What follows belongs to an exercise in optimizing a design on an open flow for small area and a short achievable clock period; a production flow would make more cautious choices.
In this exercise RTL edits were held to simulation tests only and were not proved equivalent to the original.
Power figures rest on the tool's default switching activity, not on a simulated workload.

==> run K: inputs <==
==> flow/design.v <==
`timescale 1ns / 1ps
module cpu(clk, reset, pc_out, alu_out, instruction, DataMemOut, MemWrite, MemWriteData);
    input  logic        clk;
    input  logic        reset;
    output logic [8:0]  pc_out;
    output logic [15:0] alu_out;
    input  logic [15:0] instruction;
    input  logic [15:0] DataMemOut;
    output logic        MemWrite;
    output logic [15:0] MemWriteData;
    logic [15:0] i;
    assign i = instruction;
    logic op000, op010, op100, op110, op111;
    logic is_lw, is_sw, is_beqz, is_bnez, is_add, is_srai, is_and, is_or, is_xor;
    logic is_andi, is_addi, is_slli, is_nop;
    assign op000 = i[15:13] == 3'b000;
    assign op010 = i[15:13] == 3'b010;
    assign op100 = i[15:13] == 3'b100;
    assign op110 = i[15:13] == 3'b110;
    assign op111 = i[15:13] == 3'b111;
    assign is_lw   = op010;
    assign is_sw   = op110 & (i[1:0] == 2'b00);
    assign is_beqz = op110 & (i[1:0] == 2'b01);
    assign is_bnez = op111;
    assign is_add  = op100 & (i[11:10] == 2'b01) & (i[1:0] == 2'b10);
    assign is_srai = op100 & (i[11:10] == 2'b01) & (i[1:0] == 2'b01);
    assign is_and  = op100 & (i[11:10] == 2'b11) & (i[6:5] == 2'b11);
    assign is_or   = op100 & (i[11:10] == 2'b11) & (i[6:5] == 2'b10);
    assign is_xor  = op100 & (i[11:10] == 2'b11) & (i[6:5] == 2'b01);
    assign is_andi = op100 & (i[11:10] == 2'b10);
    assign is_addi = op000 & (i[1:0] == 2'b01);
    assign is_slli = op000 & (i[1:0] == 2'b10);
    assign is_nop  = ~(is_lw | is_sw | is_beqz | is_bnez | is_add | is_srai | is_and |
                       is_or | is_xor | is_andi | is_addi | is_slli);
    logic [15:0] R [0:7];
    logic [15:0] A, B;
    assign A = R[i[9:7]];
    assign B = R[i[4:2]];
    logic [15:0] imm, bop;
    always_comb begin
        if (is_lw | is_sw)
            imm = {{9{i[5]}}, i[5], i[12], i[11:10], i[6], 2'b00};
        else if (is_andi)
            imm = {10'b0, i[12], i[6:5], i[4:2]};
        else
            imm = {{10{i[12]}}, i[12], i[6:5], i[4:2]};
    end
    assign bop = (is_add | is_and | is_or | is_xor) ? B : imm;
    logic [15:0] sum, andr, orr, xorr;
    assign sum  = A + bop;
    assign andr = A & bop;
    assign orr  = A | bop;
    assign xorr = A ^ bop;
    logic [15:0] arev, sx, shr, shrrev;
    logic        fill, big;
    always_comb for (int k = 0; k < 16; k++) arev[k] = A[15-k];
    assign sx   = is_slli ? arev : A;
    assign fill = is_srai & A[15];
    assign shr  = 16'({{16{fill}}, sx} >> i[5:2]);
    always_comb for (int k = 0; k < 16; k++) shrrev[k] = shr[15-k];
    assign big  = i[12] | i[6];
    always_comb begin
        alu_out = 16'b0;
        if (is_lw | is_sw | is_add | is_addi) alu_out = sum;
        if (is_and | is_andi) alu_out = andr;
        if (is_or)  alu_out = orr;
        if (is_xor) alu_out = xorr;
        if (is_srai) alu_out = big ? {16{A[15]}} : shr;
        if (is_slli) alu_out = big ? 16'b0 : shrrev;
        if (is_nop) alu_out = {R[0][14:0], 1'b0};
    end
    logic        we;
    logic [2:0]  wa;
    logic [15:0] wd;
    assign we = is_lw | is_add | is_addi | is_and | is_andi | is_or | is_xor | is_srai | is_slli;
    assign wa = is_lw ? i[4:2] : i[9:7];
    assign wd = is_lw ? DataMemOut : alu_out;
    always_ff @(posedge clk or posedge reset) begin
        if (reset) begin
            for (int k = 0; k < 8; k++) R[k] <= 16'b0;
        end else if (we) begin
            R[wa] <= wd;
        end
    end
    logic       take;
    logic [8:0] off;
    assign off  = {i[12], i[12], i[6:5], i[2], i[11:10], i[4:3]};
    assign take = (is_beqz & (A == 16'b0)) | (is_bnez & (A != 16'b0));
    always_ff @(posedge clk or posedge reset) begin
        if (reset)
            pc_out <= 9'b0;
        else
            pc_out <= pc_out + (take ? off : 9'd1);
    end
    assign MemWrite     = is_sw;
    assign MemWriteData = B;
endmodule
==> flow/run.sh <==
#!/bin/bash
# synth_recipe.tcl (not shown) runs the flow's synth.tcl, then flattens the netlist and writes it again
# the make line also repeats each setting of config.mk as NAME=value (left out here)
make -C /OpenROAD-flow-scripts/flow DESIGN_CONFIG=/design/flow/config.mk WORK_HOME=/design/flow/orfs CLKGATE_MAP_FILE= SYNTH_SCRIPT=/design/flow/synth_recipe.tcl finish
==> flow/config.mk <==
export PLATFORM = sky130hd
export DESIGN_NAME = cpu
export DESIGN_NICKNAME = cpu
export VERILOG_FILES = /design/flow/design.v
export SDC_FILE = /design/flow/constraint.sdc
export NUM_CORES = 4
export LEC_CHECK = 0
export CAP_MARGIN = 20
export CORE_MARGIN = 2
export CORE_UTILIZATION = 40
export SLEW_MARGIN = 20
==> flow/constraint.sdc <==
create_clock -name core_clock -period 11.0 [get_ports {clk}]
set_input_delay 2.2000 -clock core_clock [delete_from_list [all_inputs] [get_ports {clk}]]
set_output_delay 2.2000 -clock core_clock [all_outputs]
set_load 0.01 [all_outputs]
==> run X: changes against run K <==
--- a/flow/design.v
+++ b/flow/design.v
@@ -1 +1,75 @@
+`timescale 1ns / 1ps
+module alu_add(a, b, p, g, sum);
+    input  logic [15:0] a, b;
+    output logic [15:0] p, g, sum;
+    logic [15:0] G1, P1, G2, P2, G3, P3, G4;
+    assign p = a ^ b;
+    assign g = a & b;
+    always_comb begin
+        for (int k = 0; k < 16; k++) begin
+            if (k % 2 == 1) begin G1[k] = g[k] | (p[k] & g[k-1]); P1[k] = p[k] & p[k-1]; end
+            else            begin G1[k] = g[k];                    P1[k] = p[k]; end
+        end
+        for (int k = 0; k < 16; k++) begin
+            if (k % 4 >= 2) begin G2[k] = G1[k] | (P1[k] & G1[(k/4)*4+1]); P2[k] = P1[k] & P1[(k/4)*4+1]; end
+            else            begin G2[k] = G1[k];                           P2[k] = P1[k]; end
+        end
+        for (int k = 0; k < 16; k++) begin
+            if (k % 8 >= 4) begin G3[k] = G2[k] | (P2[k] & G2[(k/8)*8+3]); P3[k] = P2[k] & P2[(k/8)*8+3]; end
+            else            begin G3[k] = G2[k];                           P3[k] = P2[k]; end
+        end
+        for (int k = 0; k < 16; k++) begin
+            if (k >= 8) G4[k] = G3[k] | (P3[k] & G3[7]);
+            else        G4[k] = G3[k];
+        end
+        sum[0] = p[0];
+        for (int k = 1; k < 16; k++) sum[k] = p[k] ^ G4[k-1];
+    end
+endmodule
+module alu_shift(x, fill, l, h, y);
+    input  logic [15:0] x;
+    input  logic        fill;
+    input  logic [3:0]  l, h;
+    output logic [15:0] y;
+    logic [31:0] xe, te;
+    logic [15:0] t;
+    assign xe = {{16{fill}}, x};
+    always_comb for (int k = 0; k < 16; k++)
+        t[k] = (l[0] & xe[k]) | (l[1] & xe[k+1]) | (l[2] & xe[k+2]) | (l[3] & xe[k+3]);
+    assign te = {{16{fill}}, t};
+    always_comb for (int k = 0; k < 16; k++)
+        y[k] = (h[0] & te[k]) | (h[1] & te[k+4]) | (h[2] & te[k+8]) | (h[3] & te[k+12]);
+endmodule
+`timescale 1ns / 1ps
+module dec3to8(a, y);
+    input  logic [2:0] a;
+    output logic [7:0] y;
+    always_comb for (int k = 0; k < 8; k++) y[k] = (a == 3'(k));
+endmodule
+module dec2to4(a, y);
+    input  logic [1:0] a;
+    output logic [3:0] y;
+    always_comb for (int k = 0; k < 4; k++) y[k] = (a == 2'(k));
+endmodule
+`timescale 1ns / 1ps
+module pc_next(pc, take, off, nxt);
+    input  logic [8:0] pc, off;
+    input  logic       take;
+    output logic [8:0] nxt;
+    assign nxt = pc + (take ? off : 9'd1);
+endmodule
+`timescale 1ns / 1ps
+module rf_wmux(sel, nsel, wd, q, d);
+    input  logic        sel, nsel;
+    input  logic [15:0] wd, q;
+    output logic [15:0] d;
+    assign d = ({16{sel}} & wd) | ({16{nsel}} & q);
+endmodule
+module rf_rdport(s, r0, r1, r2, r3, r4, r5, r6, r7, y);
+    input  logic [7:0]  s;
+    input  logic [15:0] r0, r1, r2, r3, r4, r5, r6, r7;
+    output logic [15:0] y;
+    assign y = ({16{s[0]}} & r0) | ({16{s[1]}} & r1) | ({16{s[2]}} & r2) | ({16{s[3]}} & r3) |
+               ({16{s[4]}} & r4) | ({16{s[5]}} & r5) | ({16{s[6]}} & r6) | ({16{s[7]}} & r7);
+endmodule
 `timescale 1ns / 1ps
@@ -36,4 +110,9 @@
     logic [15:0] A, B;
-    assign A = R[i[9:7]];
-    assign B = R[i[4:2]];
+    logic [7:0]  sa, sb;
+    dec3to8 deca(.a(i[9:7]), .y(sa));
+    dec3to8 decb(.a(i[4:2]), .y(sb));
+    rf_rdport rpa(.s(sa), .r0(R[0]), .r1(R[1]), .r2(R[2]), .r3(R[3]),
+                  .r4(R[4]), .r5(R[5]), .r6(R[6]), .r7(R[7]), .y(A));
+    rf_rdport rpb(.s(sb), .r0(R[0]), .r1(R[1]), .r2(R[2]), .r3(R[3]),
+                  .r4(R[4]), .r5(R[5]), .r6(R[6]), .r7(R[7]), .y(B));
     logic [15:0] imm, bop;
@@ -48,27 +127,28 @@
     assign bop = (is_add | is_and | is_or | is_xor) ? B : imm;
-    logic [15:0] sum, andr, orr, xorr;
-    assign sum  = A + bop;
-    assign andr = A & bop;
-    assign orr  = A | bop;
-    assign xorr = A ^ bop;
+    logic [15:0] p, g, sum;
+    alu_add adder(.a(A), .b(bop), .p(p), .g(g), .sum(sum));
     logic [15:0] arev, sx, shr, shrrev;
-    logic        fill, big;
+    logic        big;
     always_comb for (int k = 0; k < 16; k++) arev[k] = A[15-k];
-    assign sx   = is_slli ? arev : A;
-    assign fill = is_srai & A[15];
-    assign shr  = 16'({{16{fill}}, sx} >> i[5:2]);
+    assign sx  = is_slli ? arev : A;
+    logic [3:0] shl4, shh4;
+    dec2to4 dsl(.a(i[3:2]), .y(shl4));
+    dec2to4 dsh(.a(i[5:4]), .y(shh4));
+    alu_shift shifter(.x(sx), .fill(is_srai & A[15]), .l(shl4), .h(shh4), .y(shr));
     always_comb for (int k = 0; k < 16; k++) shrrev[k] = shr[15-k];
-    assign big  = i[12] | i[6];
-    always_comb begin
-        alu_out = 16'b0;
-        if (is_lw | is_sw | is_add | is_addi) alu_out = sum;
-        if (is_and | is_andi) alu_out = andr;
-        if (is_or)  alu_out = orr;
-        if (is_xor) alu_out = xorr;
-        if (is_srai) alu_out = big ? {16{A[15]}} : shr;
-        if (is_slli) alu_out = big ? 16'b0 : shrrev;
-        if (is_nop) alu_out = {R[0][14:0], 1'b0};
-    end
+    assign big = i[12] | i[6];
+    logic s_sum, s_g, s_p, s_shr, s_shl, s_nop, fbig;
+    assign s_sum = is_lw | is_sw | is_add | is_addi;
+    assign s_g   = is_and | is_andi | is_or;
+    assign s_p   = is_xor | is_or;
+    assign s_shr = is_srai & ~big;
+    assign s_shl = is_slli & ~big;
+    assign s_nop = is_nop;
+    assign fbig  = is_srai & big & A[15];
+    assign alu_out = ({16{s_sum}} & sum) | ({16{s_g}} & g) | ({16{s_p}} & p) |
+                     ({16{s_shr}} & shr) | ({16{s_shl}} & shrrev) |
+                     ({16{s_nop}} & {R[0][14:0], 1'b0}) | {16{fbig}};
     logic        we;
     logic [2:0]  wa;
+    logic [7:0]  ws;
     logic [15:0] wd;
@@ -76,3 +156,8 @@
     assign wa = is_lw ? i[4:2] : i[9:7];
+    dec3to8 decw(.a(wa), .y(ws));
     assign wd = is_lw ? DataMemOut : alu_out;
+    logic [15:0] D [0:7];
+    for (genvar k = 0; k < 8; k++) begin : g_wr
+        rf_wmux wm(.sel(we & ws[k]), .nsel(~(we & ws[k])), .wd(wd), .q(R[k]), .d(D[k]));
+    end
     always_ff @(posedge clk or posedge reset) begin
@@ -80,4 +165,4 @@
             for (int k = 0; k < 8; k++) R[k] <= 16'b0;
-        end else if (we) begin
-            R[wa] <= wd;
+        end else begin
+            for (int k = 0; k < 8; k++) R[k] <= D[k];
         end
@@ -85,5 +170,6 @@
     logic       take;
-    logic [8:0] off;
+    logic [8:0] off, pcn;
     assign off  = {i[12], i[12], i[6:5], i[2], i[11:10], i[4:3]};
     assign take = (is_beqz & (A == 16'b0)) | (is_bnez & (A != 16'b0));
+    pc_next pcu(.pc(pc_out), .take(take), .off(off), .nxt(pcn));
     always_ff @(posedge clk or posedge reset) begin
@@ -92,3 +178,3 @@
         else
-            pc_out <= pc_out + (take ? off : 9'd1);
+            pc_out <= pcn;
     end
==> flow/flow/run.sh (new file) <==
#!/bin/bash
# Own layout flow: the standard ORFS flow with these changes:
#  - synthesis maps logic with flow/abc.script, and does not pull out full/half adders
#  - ports are buffered with a plain buffer cell instead of a delay buffer
set -euo pipefail
W=$PWD
rm -rf "$W/scripts_local"
cp -r "$FLOW_HOME/scripts" "$W/scripts_local"
cp "$W/flow/abc.script" "$W/scripts_local/abc_area.script"
cp "$W/flow/abc.script" "$W/scripts_local/abc_speed.script"
export BUFFER_PORTS_ARGS="-buffer_cell sky130_fd_sc_hd__buf_2"
bash "$W/standard.sh" SCRIPTS_DIR="$W/scripts_local" ADDER_MAP_FILE= ${LFLOW_TARGET:-finish} > "$W/make_finish.log" 2>&1
==> flow/flow/abc.script (new file) <==
strash
&get -n
&nf
&put
topo
==> flow/standard.sh (new file) <==
#!/bin/bash
# synth_recipe.tcl (not shown) runs the flow's synth.tcl, then flattens the netlist and writes it again
# the make line also repeats each setting of config.mk as NAME=value (left out here)
make -C /OpenROAD-flow-scripts/flow DESIGN_CONFIG=/design/flow/config.mk WORK_HOME=/design/flow/orfs CLKGATE_MAP_FILE= SYNTH_SCRIPT=/design/flow/synth_recipe.tcl "${@:-finish}"
- ABC_AREA: unset -> 1
- SETUP_SLACK_MARGIN: unset -> 3
- SYNTH_HIERARCHICAL: unset -> 1
- SYNTH_MINIMUM_KEEP_SIZE: unset -> 0
removed: flow/run.sh
==> notes.md <==
Against run X, the synthesized cell count of run K is larger by about 60%.
Between run K and run X, the lower sequential power is in run X (gap about 6%, measured against run X).
Of run K and run X, run K has the higher clock power (gap 13%, measured against run X).
Cell count: run X is lower than run K (29%).
Setup slack: run K is lower than run X (2.0 ns).
Core utilization: run X is higher than run K (3.3 points).
Hold slack: run X is higher than run K (0.020 ns).

separate check: timing with driven ports:
The results above use ideal ports. As a check the final layouts listed here were re-extracted and re-timed, cells and wires unchanged.
Step 1 sets driving cells, clkbuf_16 on the clock port and buf_2 on the other inputs (assumed; they add their load-dependent delay and slew).
Step 2 times the ports against the registers' clock, not the clock port: input delays grow and output delays shrink by t, the midpoint of the rising clock arrivals with the driver on.
Slacks: ideal / step 1 / step 2; pairs: ideal / step 1.
run	shift t [ns]	setup WS [ns]	worst register clock-pin slew, ns	worst slew at a driven data input, ns
run K	0.490	0.799 / 0.774 / 0.774	0.07 / 0.07	0.05
run X	0.472	2.830 / 2.782 / 2.782	0.07 / 0.07	0.06
After both steps every run listed still meets setup and hold. For run X, which loses most, drivers alone change the setup slack by -0.048 ns; drivers and shift together by -0.048 ns.
